Source: an optimization exercise on an open RTL-to-GDS flow (aim: small area and a short achievable clock period). Production flows keep margins and buffers that such runs may drop. Function was checked by simulation only, so behaviour that the tests miss may differ from the original. Power figures rest on the tool's default switching activity, not on a simulated workload.

==> flow/design.v, too long to show whole: its modules and the start of the top module <==
// module mac_corner: 1756 lines
// module mac_edge: 1756 lines
// module mac_inner: 1679 lines
// module pe_os: 34 lines
// module systolic_array_os: 158 lines
module systolic_array_os #(
    DATA_WIDTH = 16,
    ACC_WIDTH = 64
    )(
    input logic clk,
    input logic rstn,
    input logic acc_en,
    input logic signed [DATA_WIDTH-1:0] data_0_i,
    input logic signed [DATA_WIDTH-1:0] data_1_i,
    input logic signed [DATA_WIDTH-1:0] data_2_i,
    input logic signed [DATA_WIDTH-1:0] data_3_i,
    input logic signed [DATA_WIDTH-1:0] weight_0_i,
    input logic signed [DATA_WIDTH-1:0] weight_1_i,
    input logic signed [DATA_WIDTH-1:0] weight_2_i,
    input logic signed [DATA_WIDTH-1:0] weight_3_i,
    output logic signed [ACC_WIDTH-1:0] acc_res_pe0_o,
    output logic signed [ACC_WIDTH-1:0] acc_res_pe1_o,
    output logic signed [ACC_WIDTH-1:0] acc_res_pe2_o,
    output logic signed [ACC_WIDTH-1:0] acc_res_pe3_o,
    output logic signed [ACC_WIDTH-1:0] acc_res_pe4_o,
    output logic signed [ACC_WIDTH-1:0] acc_res_pe5_o,
    output logic signed [ACC_WIDTH-1:0] acc_res_pe6_o,
    output logic signed [ACC_WIDTH-1:0] acc_res_pe7_o,
    output logic signed [ACC_WIDTH-1:0] acc_res_pe8_o,
    output logic signed [ACC_WIDTH-1:0] acc_res_pe9_o,
    output logic signed [ACC_WIDTH-1:0] acc_res_pe10_o,
    output logic signed [ACC_WIDTH-1:0] acc_res_pe11_o,
    output logic signed [ACC_WIDTH-1:0] acc_res_pe12_o,
    output logic signed [ACC_WIDTH-1:0] acc_res_pe13_o,
    output logic signed [ACC_WIDTH-1:0] acc_res_pe14_o,
    output logic signed [ACC_WIDTH-1:0] acc_res_pe15_o
    );
  // ...
==> flow/flow/run.sh <==
#!/bin/bash
# Layout flow: the standard flow, except that synthesis skips the quick
# ABC pass inside Yosys's "synth" command (synth -noabc).  That pass remaps the
# full adders the RTL spells out gate by gate; without it extract_fa finds them
# as written, with no inverters between them.  Everything else (the rest of
# ORFS's synthesis script, synth_recipe.tcl's flatten and renaming, and the
# layout steps) is the standard flow's own.
set -euo pipefail
sed 's/yosys synth -nofsm -noshare /yosys synth -nofsm -noshare -noabc /' synth_recipe.tcl > noabc_synth.tcl
grep -q -- '-noabc' noabc_synth.tcl
sed "s#SYNTH_SCRIPT=[^ ]*#SYNTH_SCRIPT=$PWD/noabc_synth.tcl#" standard.sh > noabc_standard.sh
grep -q 'noabc_synth.tcl' noabc_standard.sh
bash noabc_standard.sh synth > synth.log 2>&1
bash standard.sh > layout.log 2>&1
==> flow/standard.sh <==
#!/bin/bash
# synth_recipe.tcl (not shown) runs the flow's synth.tcl, then flattens the netlist and writes it again
# the make line also repeats each setting of config.mk as NAME=value (left out here)
make -C /OpenROAD-flow-scripts/flow DESIGN_CONFIG=/design/flow/config.mk WORK_HOME=/design/flow/orfs CLKGATE_MAP_FILE= SYNTH_SCRIPT=/design/flow/synth_recipe.tcl "${@:-finish}"
==> flow/config.mk <==
export PLATFORM = sky130hd
export DESIGN_NAME = systolic_array_os
export DESIGN_NICKNAME = systolic_array_os
export VERILOG_FILES = /design/flow/design.v
export SDC_FILE = /design/flow/constraint.sdc
export NUM_CORES = 8
export LEC_CHECK = 0
export CAP_MARGIN = 20
export CORE_MARGIN = 2
export CORE_UTILIZATION = 40
export SLEW_MARGIN = 20
==> flow/constraint.sdc <==
create_clock -name core_clock -period 10.0 [get_ports {clk}]
set_input_delay 2.0000 -clock core_clock [delete_from_list [all_inputs] [get_ports {clk}]]
set_output_delay 2.0000 -clock core_clock [all_outputs]
set_load 0.01 [all_outputs]
==> impl_metrics.csv, run 1 <==
group,metric,value,unit
worst_hold_path,hold_path_class,"flop to flop",
logic_synthesis,synth_compound_area_share,7.503,%
timing,max_freq,125.8,MHz
layout,seq_share,17.61,%
power,pwr_density_cell,400.5,nW/um^2
layout,layout_common_cells,"3803 x fa_1, 2137 x and3_1, 2101 x and2_1",
floorplanning,coreArea,497400,um^2
worst_setup_path,startpoint,"pe_5.data_o[2]",
timing,finClkSkew,0.1071,ns
power,pwr-share-clk,8.7,%
grt,grt_pass1_wl,976400,um
logic_synthesis,yosysMostFrequentCell,"fa_1",
worst_setup_path,rrSetupSlack,2.05,ns
layout,multi_input_area,149900,um^2
logic_synthesis,syn-num-nets,23690,
layout,final_nets,24070,
route,dr.pass1.iters,6,
logic_synthesis,yosys_warnings,8,
layout,utilization,44.80,%
floorplanning,ios,1155,
worst_setup_path,start_kind,"flop",
placed_design,placedInstanceArea,215800,um^2
grt,grt_use_met1,33.77,%
worst_setup_path,worstSetupPathDepth,17,
worst_hold_path,min_from,"pe_4.genblk1.g_mac.u_mac.c_r[0]",
worst_setup_path,max_stage_delay,1.11,ns
status,status,"complete, no violations",
logic_synthesis,synthCells,18380,
layout,nonClkBufAreaFrac,5.982,%
==> run 2, diff against run 1 <==
==> flow/run.sh (new file) <==
#!/bin/bash
# synth_recipe.tcl (not shown) runs the flow's synth.tcl, then flattens the netlist and writes it again
# the make line also repeats each setting of config.mk as NAME=value (left out here)
make -C /OpenROAD-flow-scripts/flow DESIGN_CONFIG=/design/flow/config.mk WORK_HOME=/design/flow/orfs CLKGATE_MAP_FILE= SYNTH_SCRIPT=/design/flow/synth_recipe.tcl finish
removed: flow/flow/run.sh
removed: flow/standard.sh
==> run 2 against run 1 <==
Core utilization fell by 0.078 points. Final cell count rose by 14%. Largest cell class unchanged. Synthesized area rose by 4.5%. Combinational power rose by 3.3%. Via count rose by 7.0%. Sequential power barely moved. Worst setup slack got worse by 0.14 ns. Global-route usage fell by 0.54 points. Sequential share of layout area fell by 0.74 points. Clock power rose by 2%. Flip-flop and latch count did not move. Routed wire length rose by 1.5%.
==> impl_metrics.csv, run 2 <==
group,metric,value,unit
timing,finClkSkew,0.1053,ns
route,wirelength,650300,um
placed_design,port_buffers,1154,
timing,hold_violations,0,
timing,post-route-min-period,8.083,ns
layout,mostFrequentLayoutCell,"inv_1",
power,pwr_density_cell,392.8,nW/um^2
floorplanning,start_util,40.11,%
logic_synthesis,synth_commonest_cells,"4778 x inv_1, 3803 x fa_1, 1818 x nand2_1, 1796 x and2_1, 1376 x ha_1",
worst_setup_path,rr_worst_depth,23,
worst_hold_path,min_from,"pe_13.genblk1.g_mac.u_mac.acc_r[0]",
clock_tree,postCtsSetupRepairBufs,0,
power,p_comb_share,78.1,%
power,pwr-share-seq,13.3,%
worst_setup_path,setup.worst_path.class,"flop to output port",
power,netSwitchingPower,45700,uW
logic_synthesis,synth.avg_cell_area,9.642,um^2
worst_setup_path,r2r-start,"pe_14.data_o[4]",
logic_synthesis,yosys-top-cells-area,"fa_1 36%, dfrtp_1 13%, inv_1 8.6%",
logic_synthesis,synthCells,21640,
timing,hold_ws,0.4973,ns
timing,tns,0,ns
clock_tree,clkLatencyLatePin,0.98,ns
logic_synthesis,ys_seq_area_share,18.80,%
grt,grt_max_degree,213,
floorplanning,rows,265,
timing,period_share,80.83,%
clock_tree,cts.clk_slew.worst_paths,0.06,ns
power,ir_drop,0.6690,mV
worst_setup_path,required,8.00,ns
status,status,"complete, no violations",
worst_setup_path,critical_path.most_common_cell,"a21oi_1",
grt,grt_usage,24.90,%
logic_synthesis,synth_area,208600,um^2
logic_synthesis,synth-edff-count,384,
clock_tree,cts_sinks,1491,
clock_tree,cts.path.max_buffers,4,
clock_tree,tritoncts,"built",
clock_tree,cts_resized,0,
worst_setup_path,crit_slowest_cell,"xor2_1",
power,switching_share,50.01,%
logic_synthesis,synthArstFlopShare,74.25,%
timing,drv_slew,0,
layout,final_nets,27420,
route,final_antenna_net_count,0,
logic_synthesis,synth-seq-cells,1491,
grt,antenna_found_initial,71,
logic_synthesis,yosysMostFrequentCell,"inv_1",
worst_setup_path,startpoint,"pe_2.genblk1.g_mac.u_mac.s_r[1]",
worst_setup_path,crit_path_end_kind,"output port",
route,wl_per_cell,22.23,um
worst_setup_path,start_kind,"flop",
timing,rsz0062_at_grt,"false",
route,dr.pass1.iters,6,
floorplanning,coreArea,520200,um^2
power,p_leak,0.1158,uW
logic_synthesis,yosys.area.top_type,"fa_1",
worst_setup_path,max_stage_delay,0.80,ns
timing,max-slew-margin-rel,19.06,%
logic_synthesis,syn-num-nets,26950,
worst_setup_path,worst-path-max-fanout,17,
floorplanning,die_h,726.2,um
layout,drive_above_1_share,2.945,%
timing,worst_pin_slew,1.210,ns
worst_hold_path,hold_path_class,"flop to flop",
worst_hold_path,min_delay_path_depth,1,
logic_synthesis,yosys_warnings,8,
timing,max_freq,123.7,MHz
placed_design,place_congestion,0.9144,
clock_tree,ctsHtreeMaxLevel,4,
placed_design,hpwl,496600,um
route,drc,0,
route,routed_via_density,5.172,
power,power.internal,45680,uW
route,drt_iter0_markers,10200,
logic_synthesis,synth_top_area_share,36.49,%
logic_synthesis,ys_types,104,
layout,synthToLayoutAreaGrowth,11.50,%
grt,grt_overflow,0,
power,pwr-share-clk,8.7,%
logic_synthesis,synth_flop_cell,"dfrtp_1",
clock_tree,ctsHoldBuffers,0,
run,max_cap_violations,0,
timing,setup_viol,0,
layout,layout_common_cells,"4778 x inv_1, 3803 x fa_1, 1817 x nand2_1",
clock_tree,numCtsBuffers,205,
floorplanning,die_x,726.2,um
worst_setup_path,critPathArrivalTime,6.08,ns
grt,grt_pass1_wl,1006000,um
floorplanning,die_area,527400,um^2
route,vias,151300,
worst_setup_path,cp_cell_sequence,"ha_1 -> a21o_1 -> a21oi_1 -> o21a_1 -> o31ai_1 -> a41oi_1 -> and4bb_2 -> o211ai_1 -> o211a_1 -> o41ai_1 -> a21oi_1 -> xor2_1 -> clkdlybuf4s50_1",
floorplanning,ios,1155,
clock_tree,cts_root_buffer,"clkbuf_16",
grt,grt_pass1_vias,163200,
[run 2: routing by layer]
| metal | vias to the layer above | part of all wire (%) | GRT usage (%) |
|---|---|---|---|
| met3 | 1155 | 8.0 | 5.375 |
| met4 | 40 | 5.4 | 11.19 |
| met2 | 5273 | 46 | 40.12 |
| met5 | - | 0.063 | 0.2540 |
| li1 | 67030 | - | - |
| met1 | 77810 | 41 | 32.23 |
[run 2: final timing paths]
check | endpoint | slack (ns)
setup / recovery | acc_res_pe2_o[57] | 1.92
hold / removal | pe_13.genblk1.g_mac.u_mac.acc_r[0] | 0.50
setup reg to reg | pe_15.genblk1.g_mac.u_mac.acc_r[42] | 2.08
hold reg to reg | pe_13.genblk1.g_mac.u_mac.acc_r[0] | 0.50
max in group asynchronous | pe_2.genblk1.g_mac.u_mac.s_r[8] | 7.00
min in group asynchronous | pe_3.genblk1.g_mac.u_mac.c_r[47] | 1.00
[run 2: cell type report]
cell class	count	area (um^2)
Inverter	4781	17970
Sequential cell	1491	39240
Multi-Input combinational cell	14250	146300
Clock inverter	102	1318
Fill cell	49840	287600
Clock buffer	273	5680
Antenna cell	38	95.09
Tap cell	6942	8686
Timing Repair Buffer	1374	13380
[run 2: worst max-delay path: cells and delay by family, from the launching register on]
kind                       cells  cell delay [ns]
adders and majority gates      1             0.29
AOI/OAI and AO/OA              9             2.47
DFF                            1             0.40
buffers and inverters          1             0.71
and+or+nand+nor                1             0.42
xor gates and xnor gates       1             0.80
[run 2: kinds of logic (layout without fill, tap and decap cells)]
group / count (synthesis) / count (layout) / share of synthesized area, %
adder cells (fa/ha/maj): 5179 / 5179 / 44.74
flip-flops: 1491 / 1491 / 18.80
multiplexers: 2 / 2 / 0.01019
AND/OR/NAND/NOR: 6136 / 6136 / 15.43
AO/OA/AOI/OAI: 2211 / 2211 / 6.872
other: 0 / 38 / 0
buffers and inverters: 5895 / 6530 / 11.10
XOR/XNOR: 725 / 725 / 3.043
[run 2: stage by stage]
| step | std cells | utilization (%) | cell area (um^2) | setup WS, ns | total power [uW] |
|---|---|---|---|---|---|
| after global routing | 29220 | 44.70 | 232600 | 1.474 | 101400 |
| after floorplan | 21640 | - | 208600 | 1.292 | 58790 |
| after detailed placement | 28840 | 43.34 | 225500 | 2.054 | 83340 |
| after global placement | 28840 | 43.34 | 225500 | 2.221 | 82700 |
| final | 29250 | 44.72 | 232600 | 1.917 | 91380 |
| after CTS | 29210 | 44.69 | 232500 | 1.816 | 92310 |
[run 2: power by group through the flow]
stage | clock, uW | sequential [uW] | combinational, uW
6_report | 7910 | 12100 | 71400
3_5_place_dp | 0 | 12200 | 71100
5_1_grt | 8340 | 12400 | 80600
3_3_place_gp | 0 | 12200 | 70500
2_1_floorplan | 0 | 11300 | 47500
4_1_cts | 8140 | 12100 | 72000

==> static timing again, ports no longer ideal <==
In the flow no input, the clock included, has a driving cell. The finished layouts below were timed again as built, in two steps. Step 1 (the two cells are an assumption about what drives the block):
set clk [get_ports {clk}]
set_driving_cell -lib_cell sky130_fd_sc_hd__clkbuf_16 $clk
set_driving_cell -lib_cell sky130_fd_sc_hd__buf_2 [delete_from_list [all_inputs] $clk]
Step 2, shift: input delay + t, output delay - t, t = (earliest + latest rising clock arrival at the registers) / 2. This alone moves slack from input paths to output paths. Slacks: no drivers / after step 1 / after step 2; pairs: no drivers / after step 1.
run	t, ns	slack for setup (ns)	worst setup path at the end	clock arrival spread, ns	pins driven straight from the clock port
run 1	1.047	2.052 / 2.052 / 1.885	input to register	0.108 / 0.108	1
run 2	1.065	1.917 / 1.787 / 2.076	register to register	0.121 / 0.120	1
After both steps setup and hold are still met in every run listed. For run 1, which loses most, drivers alone change the setup slack by 0.000 ns; drivers and shift together by -0.167 ns.
